Background: an optimization exercise with open tools, aiming at small area. Do not read the settings as production practice. Only simulation tests tie the RTL to the original design; equivalence was not proved. The clock input has no modelled driver; a real chip could not lean on it and would need a root buffer or a full tree. Power and IR drop assume default switching activity.

Setup of JK:
## calculator
module calculator (
  input        clk,
  input        rst,
  input  [3:0] in_number,
  input  [3:0] arif,
  input  [1:0] key,
  output [3:0] anodes,
  output [7:0] segments,
  output [2:0] led
);
Size in the first run: about 500 cells after synthesis, about 52 flip-flops, roughly 27 I/O pins, ~3500 um^2 of cells after synthesis.
==> flow/config.mk <==
export PLATFORM = sky130hd
export DESIGN_NAME = calculator
export DESIGN_NICKNAME = calculator
export VERILOG_FILES = /design/flow/design.v
export SDC_FILE = /design/flow/constraint.sdc
export NUM_CORES = 8
export LEC_CHECK = 0
export CAP_MARGIN = 0
export CORE_MARGIN = 2
export CORE_UTILIZATION = 60
export GPL_TIMING_DRIVEN = 0
export SLEW_MARGIN = 0
==> flow/constraint.sdc <==
create_clock -name core_clock -period 70.0 [get_ports {clk}]
set_input_delay 14.0000 -clock core_clock [delete_from_list [all_inputs] [get_ports {clk}]]
set_output_delay 14.0000 -clock core_clock [all_outputs]
set_load 0.01 [all_outputs]
standard.sh (not shown) runs the stock make flow with config.mk's settings and CLKGATE_MAP_FILE= SYNTH_SCRIPT=/design/flow/synth_recipe.tcl, a recipe that flattens the netlist after the stock synthesis.
==> flow/flow/run.sh <==
#!/bin/bash
# Own layout flow: the standard ORFS flow (standard.sh) with these changes:
#  - synthesis: no hard adder cells, and an area-only ABC script (deepsyn + amap, no upsizing);
#    it runs with several random seeds in parallel and keeps the smallest netlist. The Yosys
#    steps that make the registers are the standard flow's own, so the registers are the standard ones.
#  - minimum-size port buffers (every port still gets one);
#  - a small clock tree: the clock port drives a few clock buffers, one per cluster of flip-flops.
set -euo pipefail
W=$(pwd)
# Synthesis candidates, each an ABC script: "s1 s2 ..." runs deepsyn with seed s1, maps (amap),
# cleans the mapped netlist with mfs3, and for each further seed repeats deepsyn, amap and mfs3
# on the result; "plain s" is deepsyn and amap only. mfs3 sometimes aborts, which only drops
# that candidate. The smallest netlist is kept.
CANDS=("2 10 11" "2 10" "12 10 11" "7 41 42 43 44" "9 10 11" "6 9 10" "plain 2" "plain 6")
SEEDS=${#CANDS[@]}
T=${OWN_T:-240}
COMMON=(
  "ADDER_MAP_FILE="
  "ABC_AREA=1"
  "SYNTH_INSBUF=0"
  "BUFFER_PORTS_ARGS=-buffer_cell sky130_fd_sc_hd__buf_1"
)
make_scripts() {   # $1 folder, $2 candidate
  rm -rf "$1"
  cp -r "$FLOW_HOME/scripts" "$1"
  local c=($2) t=$T
  {
    echo strash
    if [[ "${c[0]}" == plain ]]; then
      printf '&get -n\n&deepsyn -T %s -S %s\n&put\ndch -f\namap\n' "$T" "${c[1]}"
    else
      for s in "${c[@]}"; do
        [[ $t == "$T" ]] || echo strash
        printf '&get -n\n&deepsyn -T %s -S %s\n&put\ndch -f\namap\nmfs3 -ae\n' "$t" "$s"
        t=120
      done
    fi
    echo topo
  } > "$1/abc_area.script"
  # the clock tree: own_clock_tree in place of TritonCTS
  sed -i "s|^log_cmd clock_tree_synthesis {\*}\$cts_args|source $W/flow/own_cts.tcl\nown_clock_tree 3 sky130_fd_sc_hd__clkbuf_8\nset_propagated_clock [all_clocks]|" "$1/cts.tcl"
  grep -q own_clock_tree "$1/cts.tcl"
}
for i in $(seq 1 "$SEEDS"); do
  make_scripts "$W/own_scripts_$i" "${CANDS[$((i - 1))]}"
  sed "s|$W/orfs|$W/cand_$i|g" "$W/standard.sh" > "$W/standard_$i.sh"
  ( bash "$W/standard_$i.sh" "SCRIPTS_DIR=$W/own_scripts_$i" "${COMMON[@]}" synth > "$W/own_synth_$i.log" 2>&1 \
      && echo ok > "$W/cand_$i.done" ) &
done
wait
best=""; barea=""
for i in $(seq 1 "$SEEDS"); do
  [[ -f "$W/cand_$i.done" ]] || continue
  a=$(grep -o "Chip area for module.*: [0-9.]*" "$W/cand_$i/reports/sky130hd/calculator/base/synth_stat.txt" | grep -o "[0-9.]*$")
  echo "candidate $i (${CANDS[$((i - 1))]}): synthesis area $a" | tee -a "$W/own_choice.log"
  if [[ -z "$best" ]] || awk "BEGIN{exit !($a < $barea)}"; then best=$i; barea=$a; fi
done
[[ -n "$best" ]]
echo "chosen seed $best ($barea)" | tee -a "$W/own_choice.log"
rm -rf "$W/orfs"
cp -a "$W/cand_$best" "$W/orfs"
for i in $(seq 1 "$SEEDS"); do [[ "$i" == "$best" ]] || rm -rf "$W/cand_$i"; done
bash standard.sh "SCRIPTS_DIR=$W/own_scripts_$best" "${COMMON[@]}" finish > "$W/own_layout.log" 2>&1
Other scripts of this flow, unchanged in this note and not shown: flow/flow/own_cts.tcl
Here is what was changed in the inputs of MS compared with JK.
# JK
export LEC_CHECK = 0
export CAP_MARGIN = 0
export CORE_MARGIN = 2
export CORE_UTILIZATION = 60
export GPL_TIMING_DRIVEN = 0
export SLEW_MARGIN = 0
create_clock -name core_clock -period 70.0 [get_ports {clk}]
# MS
export LEC_CHECK = 0
export CAP_MARGIN = 20
export CORE_MARGIN = 2
export CORE_UTILIZATION = 60
export GPL_TIMING_DRIVEN = 0
export SLEW_MARGIN = 20
create_clock -name core_clock -period 70.0 [get_ports {clk}]
--- a/flow/flow/run.sh
+++ b/flow/flow/run.sh
@@ -8,9 +8,7 @@
 set -euo pipefail
 W=$(pwd)
-# Synthesis candidates, each an ABC script: "s1 s2 ..." runs deepsyn with seed s1, maps (amap),
-# cleans the mapped netlist with mfs3, and for each further seed repeats deepsyn, amap and mfs3
-# on the result; "plain s" is deepsyn and amap only. mfs3 sometimes aborts, which only drops
-# that candidate. The smallest netlist is kept.
-CANDS=("2 10 11" "2 10" "12 10 11" "7 41 42 43 44" "9 10 11" "6 9 10" "plain 2" "plain 6")
+# candidates: deepsyn seeds 1-8 with an mfs3 clean-up after mapping (mfs3 sometimes aborts, which
+# only drops that candidate) and seeds 1-4 without it
+CANDS=(1:mfs3 2:mfs3 3:mfs3 4:mfs3 5:mfs3 6:mfs3 7:mfs3 8:mfs3 1:- 2:- 3:- 4:-)
 SEEDS=${#CANDS[@]}
 T=${OWN_T:-240}
@@ -21,21 +19,8 @@
   "BUFFER_PORTS_ARGS=-buffer_cell sky130_fd_sc_hd__buf_1"
 )
-make_scripts() {   # $1 folder, $2 candidate
+make_scripts() {   # $1 folder, $2 seed, $3 mapped-netlist clean-up command (or nothing)
   rm -rf "$1"
   cp -r "$FLOW_HOME/scripts" "$1"
-  local c=($2) t=$T
-  {
-    echo strash
-    if [[ "${c[0]}" == plain ]]; then
-      printf '&get -n\n&deepsyn -T %s -S %s\n&put\ndch -f\namap\n' "$T" "${c[1]}"
-    else
-      for s in "${c[@]}"; do
-        [[ $t == "$T" ]] || echo strash
-        printf '&get -n\n&deepsyn -T %s -S %s\n&put\ndch -f\namap\nmfs3 -ae\n' "$t" "$s"
-        t=120
-      done
-    fi
-    echo topo
-  } > "$1/abc_area.script"
+  sed "s/@SEED@/$2/; s/@T@/$T/; s/@POST@/$3/" "$W/flow/abc_area.script" > "$1/abc_area.script"
   # the clock tree: own_clock_tree in place of TritonCTS
   sed -i "s|^log_cmd clock_tree_synthesis {\*}\$cts_args|source $W/flow/own_cts.tcl\nown_clock_tree 3 sky130_fd_sc_hd__clkbuf_8\nset_propagated_clock [all_clocks]|" "$1/cts.tcl"
@@ -43,5 +28,7 @@
 }
 for i in $(seq 1 "$SEEDS"); do
-  make_scripts "$W/own_scripts_$i" "${CANDS[$((i - 1))]}"
+  c=${CANDS[$((i - 1))]}
+  post=""; [[ "${c#*:}" == mfs3 ]] && post="mfs3 -ae"
+  make_scripts "$W/own_scripts_$i" "${c%%:*}" "$post"
   sed "s|$W/orfs|$W/cand_$i|g" "$W/standard.sh" > "$W/standard_$i.sh"
   ( bash "$W/standard_$i.sh" "SCRIPTS_DIR=$W/own_scripts_$i" "${COMMON[@]}" synth > "$W/own_synth_$i.log" 2>&1 \
==> flow/flow/abc_area.script (new file) <==
strash
&get -n
&deepsyn -T @T@ -S @SEED@
&put
dch -f
amap
@POST@
topo
### Flow results
Changes observed in MS relative to JK: arrival time reported for the critical path endpoint increased by 3.63 ns relative to the old numbers; area added between synthesis and finish went up. No run among MS and JK stopped early or left any final violation; all are clean. As far as largest clock skew in the final design is concerned, MS and JK perform about the same. Synthesized cell count grows by a few percent when moving from JK to MS. JK → MS: sequential cell area share decreased 0.86 points, global routing met3 resource utilization went down 0.26 points.
The following lists how AL was set up differently from MS:
# MS
export LEC_CHECK = 0
export CAP_MARGIN = 20
export CORE_MARGIN = 2
export CORE_UTILIZATION = 60
export GPL_TIMING_DRIVEN = 0
export SLEW_MARGIN = 20
create_clock -name core_clock -period 70.0 [get_ports {clk}]
# AL
export LEC_CHECK = 0
export CAP_MARGIN = 0
export CORE_MARGIN = 2
export CORE_UTILIZATION = 60
export GPL_TIMING_DRIVEN = 0
export SLEW_MARGIN = 0
create_clock -name core_clock -period 70.0 [get_ports {clk}]
--- a/flow/flow/run.sh
+++ b/flow/flow/run.sh
@@ -8,7 +8,9 @@
 set -euo pipefail
 W=$(pwd)
-# candidates: deepsyn seeds 1-8 with an mfs3 clean-up after mapping (mfs3 sometimes aborts, which
-# only drops that candidate) and seeds 1-4 without it
-CANDS=(1:mfs3 2:mfs3 3:mfs3 4:mfs3 5:mfs3 6:mfs3 7:mfs3 8:mfs3 1:- 2:- 3:- 4:-)
+# Synthesis candidates, each an ABC script: "s1 s2 ..." runs deepsyn with seed s1, maps (amap),
+# cleans the mapped netlist with mfs3, for each further seed repeats deepsyn, amap and mfs3 on the
+# result, and ends with two more rounds of amap and mfs3; "plain s" is deepsyn and amap only. mfs3 sometimes aborts, which only drops
+# that candidate. The smallest netlist is kept.
+CANDS=("2 10 11" "2 10" "12 10 11" "7 41 42" "9 10 11" "6 9 10" "1 10 11" "plain 6")
 SEEDS=${#CANDS[@]}
 T=${OWN_T:-240}
@@ -19,8 +21,23 @@
   "BUFFER_PORTS_ARGS=-buffer_cell sky130_fd_sc_hd__buf_1"
 )
-make_scripts() {   # $1 folder, $2 seed, $3 mapped-netlist clean-up command (or nothing)
+make_scripts() {   # $1 folder, $2 candidate
   rm -rf "$1"
   cp -r "$FLOW_HOME/scripts" "$1"
-  sed "s/@SEED@/$2/; s/@T@/$T/; s/@POST@/$3/" "$W/flow/abc_area.script" > "$1/abc_area.script"
+  local c=($2) t=$T
+  {
+    echo strash
+    if [[ "${c[0]}" == plain ]]; then
+      printf '&get -n\n&deepsyn -T %s -S %s\n&put\ndch -f\namap\n' "$T" "${c[1]}"
+    else
+      for s in "${c[@]}"; do
+        [[ $t == "$T" ]] || echo strash
+        printf '&get -n\n&deepsyn -T %s -S %s\n&put\ndch -f\namap\nmfs3 -ae\n' "$t" "$s"
+        t=120
+      done
+      # two more rounds of mapping and clean-up on the result
+      printf 'strash\ndch -f\namap\nmfs3 -ae\nstrash\ndch -f\namap\nmfs3 -ae\n'
+    fi
+    echo topo
+  } > "$1/abc_area.script"
   # the clock tree: own_clock_tree in place of TritonCTS
   sed -i "s|^log_cmd clock_tree_synthesis {\*}\$cts_args|source $W/flow/own_cts.tcl\nown_clock_tree 3 sky130_fd_sc_hd__clkbuf_8\nset_propagated_clock [all_clocks]|" "$1/cts.tcl"
@@ -28,7 +45,5 @@
 }
 for i in $(seq 1 "$SEEDS"); do
-  c=${CANDS[$((i - 1))]}
-  post=""; [[ "${c#*:}" == mfs3 ]] && post="mfs3 -ae"
-  make_scripts "$W/own_scripts_$i" "${c%%:*}" "$post"
+  make_scripts "$W/own_scripts_$i" "${CANDS[$((i - 1))]}"
   sed "s|$W/orfs|$W/cand_$i|g" "$W/standard.sh" > "$W/standard_$i.sh"
   ( bash "$W/standard_$i.sh" "SCRIPTS_DIR=$W/own_scripts_$i" "${COMMON[@]}" synth > "$W/own_synth_$i.log" 2>&1 \
removed: flow/flow/abc_area.script
### Flow results
Status | MS and AL | clean
Smallest hold slack: AL higher than MS
The run showing the greater multiplexer share of the synthesized area is MS.
In the reports for MS and AL, the larger final layout net count belongs to MS.
The sequential cell area fraction in the yosys report number comes out higher for AL vs MS.
AL reports a lower share of the cycle needed by the critical path after routing than MS does.
Relative to MS, fraction of power consumed by the clock network increased by 0.6 points in AL.
Total non-filler cell area in the finished layout (AL vs. MS) decreases by a few percent
Lower sequential share of cell area among MS and AL: MS
Input-level comparison between TR and AL:
--- a/flow/flow/run.sh
+++ b/flow/flow/run.sh
@@ -12,5 +12,5 @@
 # result, and ends with two more rounds of amap and mfs3; "plain s" is deepsyn and amap only. mfs3 sometimes aborts, which only drops
 # that candidate. The smallest netlist is kept.
-CANDS=("2 10 11" "2 10" "12 10 11" "7 41 42" "9 10 11" "6 9 10" "1 10 11" "plain 6")
+CANDS=("2 10 11 24" "2 10 11" "2 10 11 25" "74 66" "2 10" "19 91 45" "12 10 11" "plain 6")
 SEEDS=${#CANDS[@]}
 T=${OWN_T:-240}
## What came out
Against AL, cell-internal power in TR came out better. TR: routed wire length lower than AL. TR: all stages complete, timing, DRC and antenna checks passed. On area added between synthesis and finish, TR tracks AL almost exactly. TR vs AL — wire length on met2 dropped slightly. When the final numbers for AL and TR were put side by side, the total design power turned out to be greater in AL. Power share of the clock group for TR: 0.5 points up relative to AL. AL → TR: via density per instance rose about 0.54%; area enclosed by the die boundary lower; final area shows a reduction of 0.89%. Between TR and AL, it is TR whose power per cell area is lower, by 1.3 nW/um^2.
No run of this note takes its clock network from TritonCTS; it comes from the design's own scripts or RTL.

* * *

The RTL this note starts from:
==> flow/design.v <==
module digit_unit (
  input  [3:0] a,
  input  [3:0] b,
  input  [1:0] k,
  input  [1:0] s,
  output reg [3:0] g,
  output neg,
  output dz
);
  function [4:0] rstep;            
    input [3:0] pr; input bitin; input [3:0] d;
    reg [4:0] t; reg [4:0] df;
    begin
      t = {pr, bitin};
      df = t - {1'b0, d};
      rstep = df[4] ? {1'b0, t[3:0]} : {1'b1, df[3:0]};
    end
  endfunction
  assign neg = (k == 2'd1) & (a < b);
  assign dz  = (k == 2'd3) & (b == 4'd0);
  wire [4:0] sum = a + b;
  wire [3:0] dif = neg ? b - a : a - b;
  wire [7:0] prd = a * b;
  wire [4:0] s3 = rstep(4'd0,  a[3], b);
  wire [4:0] s2 = rstep(s3[3:0], a[2], b);
  wire [4:0] s1 = rstep(s2[3:0], a[1], b);
  wire [4:0] s0 = rstep(s1[3:0], a[0], b);
  wire [3:0] qi = {s3[4], s2[4], s1[4], s0[4]};
  wire [3:0] r  = s0[3:0];
  wire [8:0] y  = r * 5'd25;                  
  wire [4:0] z6 = rstep(y[8:5], y[4], b);
  wire [4:0] z5 = rstep(z6[3:0], y[3], b);
  wire [4:0] z4 = rstep(z5[3:0], y[2], b);
  wire [4:0] z3 = rstep(z4[3:0], y[1], b);
  wire [4:0] z2 = rstep(z3[3:0], y[0], b);
  wire [4:0] z1 = rstep(z2[3:0], 1'b0, b);
  wire [4:0] z0 = rstep(z1[3:0], 1'b0, b);
  wire [6:0] z  = {z6[4], z5[4], z4[4], z3[4], z2[4], z1[4], z0[4]};
  wire [7:0] v = (k == 2'd0) ? {3'd0, sum} : (k == 2'd1) ? {4'd0, dif} :
                 (k == 2'd2) ? prd : {1'b0, z};
  wire [4:0] c4 = rstep({1'b0, v[7:5]}, v[4], 4'd10);
  wire [4:0] c3 = rstep(c4[3:0], v[3], 4'd10);
  wire [4:0] c2 = rstep(c3[3:0], v[2], 4'd10);
  wire [4:0] c1 = rstep(c2[3:0], v[1], 4'd10);
  wire [4:0] c0 = rstep(c1[3:0], v[0], 4'd10);
  wire [4:0] q10 = {c4[4], c3[4], c2[4], c1[4], c0[4]};    
  wire [3:0] u   = c0[3:0];
  wire       h2  = (q10 >= 5'd20);
  wire       h1  = (q10 >= 5'd10) & ~h2;
  wire [3:0] t   = q10[3:0] - (h2 ? 4'd4 : h1 ? 4'd10 : 4'd0);    
  always @* begin
    if (dz) g = (s == 2'd0) ? 4'd11 : 4'd0;
    else case (s)
      2'd0: g = u;
      2'd1: g = t;
      2'd2: g = (k == 2'd3) ? ((qi >= 4'd10) ? qi - 4'd10 : qi) : {2'b00, h2, h1};
      default: g = (k == 2'd3) ? {3'd0, qi >= 4'd10} : (neg ? 4'd10 : 4'd0);
    endcase
  end
endmodule
module calculator (
  input        clk,
  input        rst,
  input  [3:0] in_number,
  input  [3:0] arif,
  input  [1:0] key,
  output [3:0] anodes,
  output [7:0] segments,
  output [2:0] led
);
  wire [3:0] nin = rst ? 4'd0 : ~in_number;
  wire ld1 = (key == 2'b10);
  wire ld2 = (key == 2'b01);
  reg [3:0] r1, r2, ind;
  reg [1:0] lq;                       
  always @(posedge clk) begin
    ind <= nin;
    if (ld1 | rst) r1 <= nin;
    if (ld2 | rst) r2 <= nin;
    if (rst) lq <= 2'b10;
    else if (ld1) lq <= 2'b01;
    else if (ld2) lq <= 2'b11;
    else if (arif != 4'b1111) lq <= 2'b10;
  end
  assign led = {~(lq[1] & lq[0]), lq};
  reg [3:0] aA, aB;
  reg [1:0] ak;
  wire valid = (arif == 4'b1110) | (arif == 4'b1101) | (arif == 4'b1011) | (arif == 4'b0111);
  always @(posedge clk) begin
    if (valid | rst) begin
      aA <= r1;
      aB <= rst ? 4'd0 : r2;
      ak <= rst ? 2'd2 : {~arif[2] | ~arif[3], ~arif[1] | ~arif[3]};
    end
  end
  wire       sw = (arif == 4'b1111);
  wire [3:0] xA = sw ? ind : aA;
  wire [3:0] xB = sw ? 4'd0 : aB;
  wire [1:0] xk = sw ? 2'd0 : ak;
  reg  [11:0] sr;
  reg  [1:0]  shift;
  wire        z11   = (sr[10:0] == 11'd0);
  wire        pulse = z11 & ~sr[11];
  wire        fb    = sr[11] ^ sr[0] ^ sr[1] ^ sr[7] ^ z11;
  wire [1:0]  shift_n = shift + {1'b0, pulse};
  always @(posedge clk) begin
    sr    <= rst ? 12'hd41 : {sr[10:0], fb};
    shift <= rst ? 2'd0 : shift_n;
  end
  assign anodes = ~(4'b0001 << shift);
  wire [3:0] g;
  wire neg, dz;
  digit_unit du (.a(xA), .b(xB), .k(xk), .s(shift_n), .g(g), .neg(neg), .dz(dz));
  wire [1:0] cc = dz ? 2'd2 : (xk == 2'd3) ? 2'd3 : neg ? 2'd1 : 2'd0;
  reg [3:0] p;           
  reg [4:0] s1;          
  reg [4:0] code;        
  wire le9 = (p <= 4'd9);
  reg [4:0] f;
  always @* begin
    case (cc)
      2'd0: f = {1'b0, le9 ? p : 4'd0};
      2'd1: f = {1'b0, (p <= 4'd10) ? p : 4'd0};
      2'd2: f = {1'b0, (p == 4'd11) ? 4'd11 : 4'd0};
      default: f = {le9 & (shift_n == 2'd2), le9 ? p : 4'd0};
    endcase
  end
  always @(posedge clk) begin
    p    <= rst ? 4'd0 : g;
    s1   <= rst ? 5'd0 : f;
    code <= rst ? 5'd0 : s1;
  end
  wire [3:0] c = code[3:0];
  wire [15:0] hot = 16'd1 << c;
  wire seg_a = hot[1] | hot[4] | hot[10];
  wire seg_b = hot[5] | hot[6] | hot[11] | hot[10];
  wire seg_c = hot[2] | hot[10] | hot[11];
  wire seg_d = hot[1] | hot[4] | hot[7] | hot[10];
  wire seg_e = hot[1] | hot[3] | hot[4] | hot[5] | hot[7] | hot[9] | hot[10];
  wire seg_f = hot[1] | hot[2] | hot[3] | hot[7] | hot[10];
  wire seg_g = hot[0] | hot[1] | hot[7];
  assign segments = {~code[4], seg_g, seg_f, seg_e, seg_d, seg_c, seg_b, seg_a};
endmodule
clock: 70.0 ns
lec_check: 0
cap_margin: 20
core_margin: 2
core_utilization: 40
slew_margin: 20
==> flow/flow/run.sh <==
#!/bin/bash
# Own layout flow: the standard ORFS flow, with
#  - an area-only ABC script and no hard adder cells in synthesis (registers are untouched),
#  - minimum-size port buffers and a small clock tree.
set -euo pipefail
W=$(pwd)
rm -rf "$W/own_scripts"
cp -r "$FLOW_HOME/scripts" "$W/own_scripts"
cp "$W/flow/abc_area.script" "$W/own_scripts/abc_area.script"
ARGS=(
  "SCRIPTS_DIR=$W/own_scripts"
  "ADDER_MAP_FILE="
  "ABC_AREA=1"
  "SYNTH_INSBUF=0"
  "BUFFER_PORTS_ARGS=-buffer_cell sky130_fd_sc_hd__buf_1"
  "CTS_ARGS=-sink_clustering_enable -repair_clock_nets -dont_use_dummy_load -buf_list sky130_fd_sc_hd__clkbuf_16 -root_buf sky130_fd_sc_hd__clkbuf_16 -sink_clustering_size 64 -sink_clustering_max_diameter 400"
)
bash standard.sh "${ARGS[@]}" synth > "$W/own_synth.log" 2>&1
bash standard.sh "${ARGS[@]}" finish > "$W/own_layout.log" 2>&1
==> flow/flow/abc_area.script <==
strash
&get -n
&deepsyn -T 120
&put
dch -f
amap
topo
Then changed:
--- a/flow/flow/run.sh
+++ b/flow/flow/run.sh
@@ -15,3 +15,3 @@
   "BUFFER_PORTS_ARGS=-buffer_cell sky130_fd_sc_hd__buf_1"
-  "CTS_ARGS=-sink_clustering_enable -repair_clock_nets -dont_use_dummy_load -buf_list sky130_fd_sc_hd__clkbuf_16 -root_buf sky130_fd_sc_hd__clkbuf_16 -sink_clustering_size 64 -sink_clustering_max_diameter 400"
+  "CTS_ARGS=-sink_clustering_enable -repair_clock_nets -dont_use_dummy_load -buf_list sky130_fd_sc_hd__clkbuf_4 -root_buf sky130_fd_sc_hd__clkbuf_8"
 )
What happened: Die area stays the same. Flip-flop and latch count stays the same. Hold slack is better by 0.0043 ns. Clock power is lower by a quarter to a third. Via count is about the same. Core utilization decreases by 0.62 points. Setup slack is better by 0.16 ns. Wire length decreases slightly. Final area falls slightly. Total power came out lower by a few percent.
Then changed:
--- a/flow/flow/run.sh
+++ b/flow/flow/run.sh
@@ -15,3 +15,3 @@
   "BUFFER_PORTS_ARGS=-buffer_cell sky130_fd_sc_hd__buf_1"
-  "CTS_ARGS=-sink_clustering_enable -repair_clock_nets -dont_use_dummy_load -buf_list sky130_fd_sc_hd__clkbuf_4 -root_buf sky130_fd_sc_hd__clkbuf_8"
+  "CTS_ARGS=-sink_clustering_enable -repair_clock_nets -dont_use_dummy_load -buf_list sky130_fd_sc_hd__clkbuf_2 -root_buf sky130_fd_sc_hd__clkbuf_8"
 )
What happened:
- design area is unchanged
- non-clock buffer count does not change
- sequential cell count stays the same
- area after synthesis is unchanged
- hold slack is unchanged
- wire length stays the same
- register-to-register slack is about the same
- setup slack is unchanged
Then changed:
--- a/flow/flow/run.sh
+++ b/flow/flow/run.sh
@@ -15,3 +15,3 @@
   "BUFFER_PORTS_ARGS=-buffer_cell sky130_fd_sc_hd__buf_1"
-  "CTS_ARGS=-sink_clustering_enable -repair_clock_nets -dont_use_dummy_load -buf_list sky130_fd_sc_hd__clkbuf_2 -root_buf sky130_fd_sc_hd__clkbuf_8"
+  "CTS_ARGS=-sink_clustering_enable -repair_clock_nets -dont_use_dummy_load -buf_list sky130_fd_sc_hd__clkbuf_8 -root_buf sky130_fd_sc_hd__clkbuf_8"
 )
Effect: The new run finished clean; worst setup slack stays the same; synthesized cell count is unchanged; sequential power barely changes; die area stays the same; cell area does not change; area after synthesis does not change; sequential share of layout area stays the same; critical path depth stays the same; global-route usage is unchanged; count of clock-buffer cells in the layout does not change; register-to-register slack barely changes.

==> static timing again, ports no longer ideal <==
The flow's constraints put no driver on any port. The routed layouts listed below were extracted and timed again, unchanged, in two steps.
Step 1: set_driving_cell puts a clkbuf_16 on clk and a buf_2 on each other input, an assumption about the parent block.
Step 2 adds t to the input delays and takes it off the output delays; t is the mean of the earliest and latest rising clock arrival at the registers after step 1. Input paths then give back, and output paths get back, about the clock's delay inside the block.
Slacks: ideal / step 1 / step 2; pairs: ideal / step 1.
run | shift t [ns] | setup WS [ns] | hold slack, ns | clock arrival spread, ns | worst register clock-pin slew, ns
JK | 0.198 | 44.525 / 44.551 / 44.353 | 0.369 / 0.369 / 0.369 | 0.020 / 0.020 | 0.10 / 0.10
MS | 0.204 | 40.899 / 40.920 / 40.716 | 0.379 / 0.379 / 0.379 | 0.021 / 0.021 | 0.11 / 0.11
AL | 0.200 | 44.755 / 44.782 / 44.582 | 0.382 / 0.382 / 0.382 | 0.013 / 0.014 | 0.10 / 0.10
TR | 0.198 | 44.884 / 44.910 / 44.712 | 0.366 / 0.366 / 0.366 | 0.024 / 0.024 | 0.11 / 0.11
the first run of note 2 | 0.306 | 42.836 / 42.845 / 42.539 | 0.413 / 0.413 / 0.413 | 0.023 / 0.023 | 0.07 / 0.07
the second run of note 2 | 0.316 | 42.994 / 43.000 / 42.684 | 0.417 / 0.417 / 0.417 | 0.033 / 0.033 | 0.09 / 0.09
the third run of note 2 | 0.316 | 42.994 / 43.000 / 42.684 | 0.417 / 0.417 / 0.417 | 0.033 / 0.033 | 0.09 / 0.09
the fourth run of note 2 | 0.316 | 42.994 / 43.000 / 42.684 | 0.417 / 0.417 / 0.417 | 0.033 / 0.033 | 0.09 / 0.09
After both steps setup and hold are still met in every run listed.
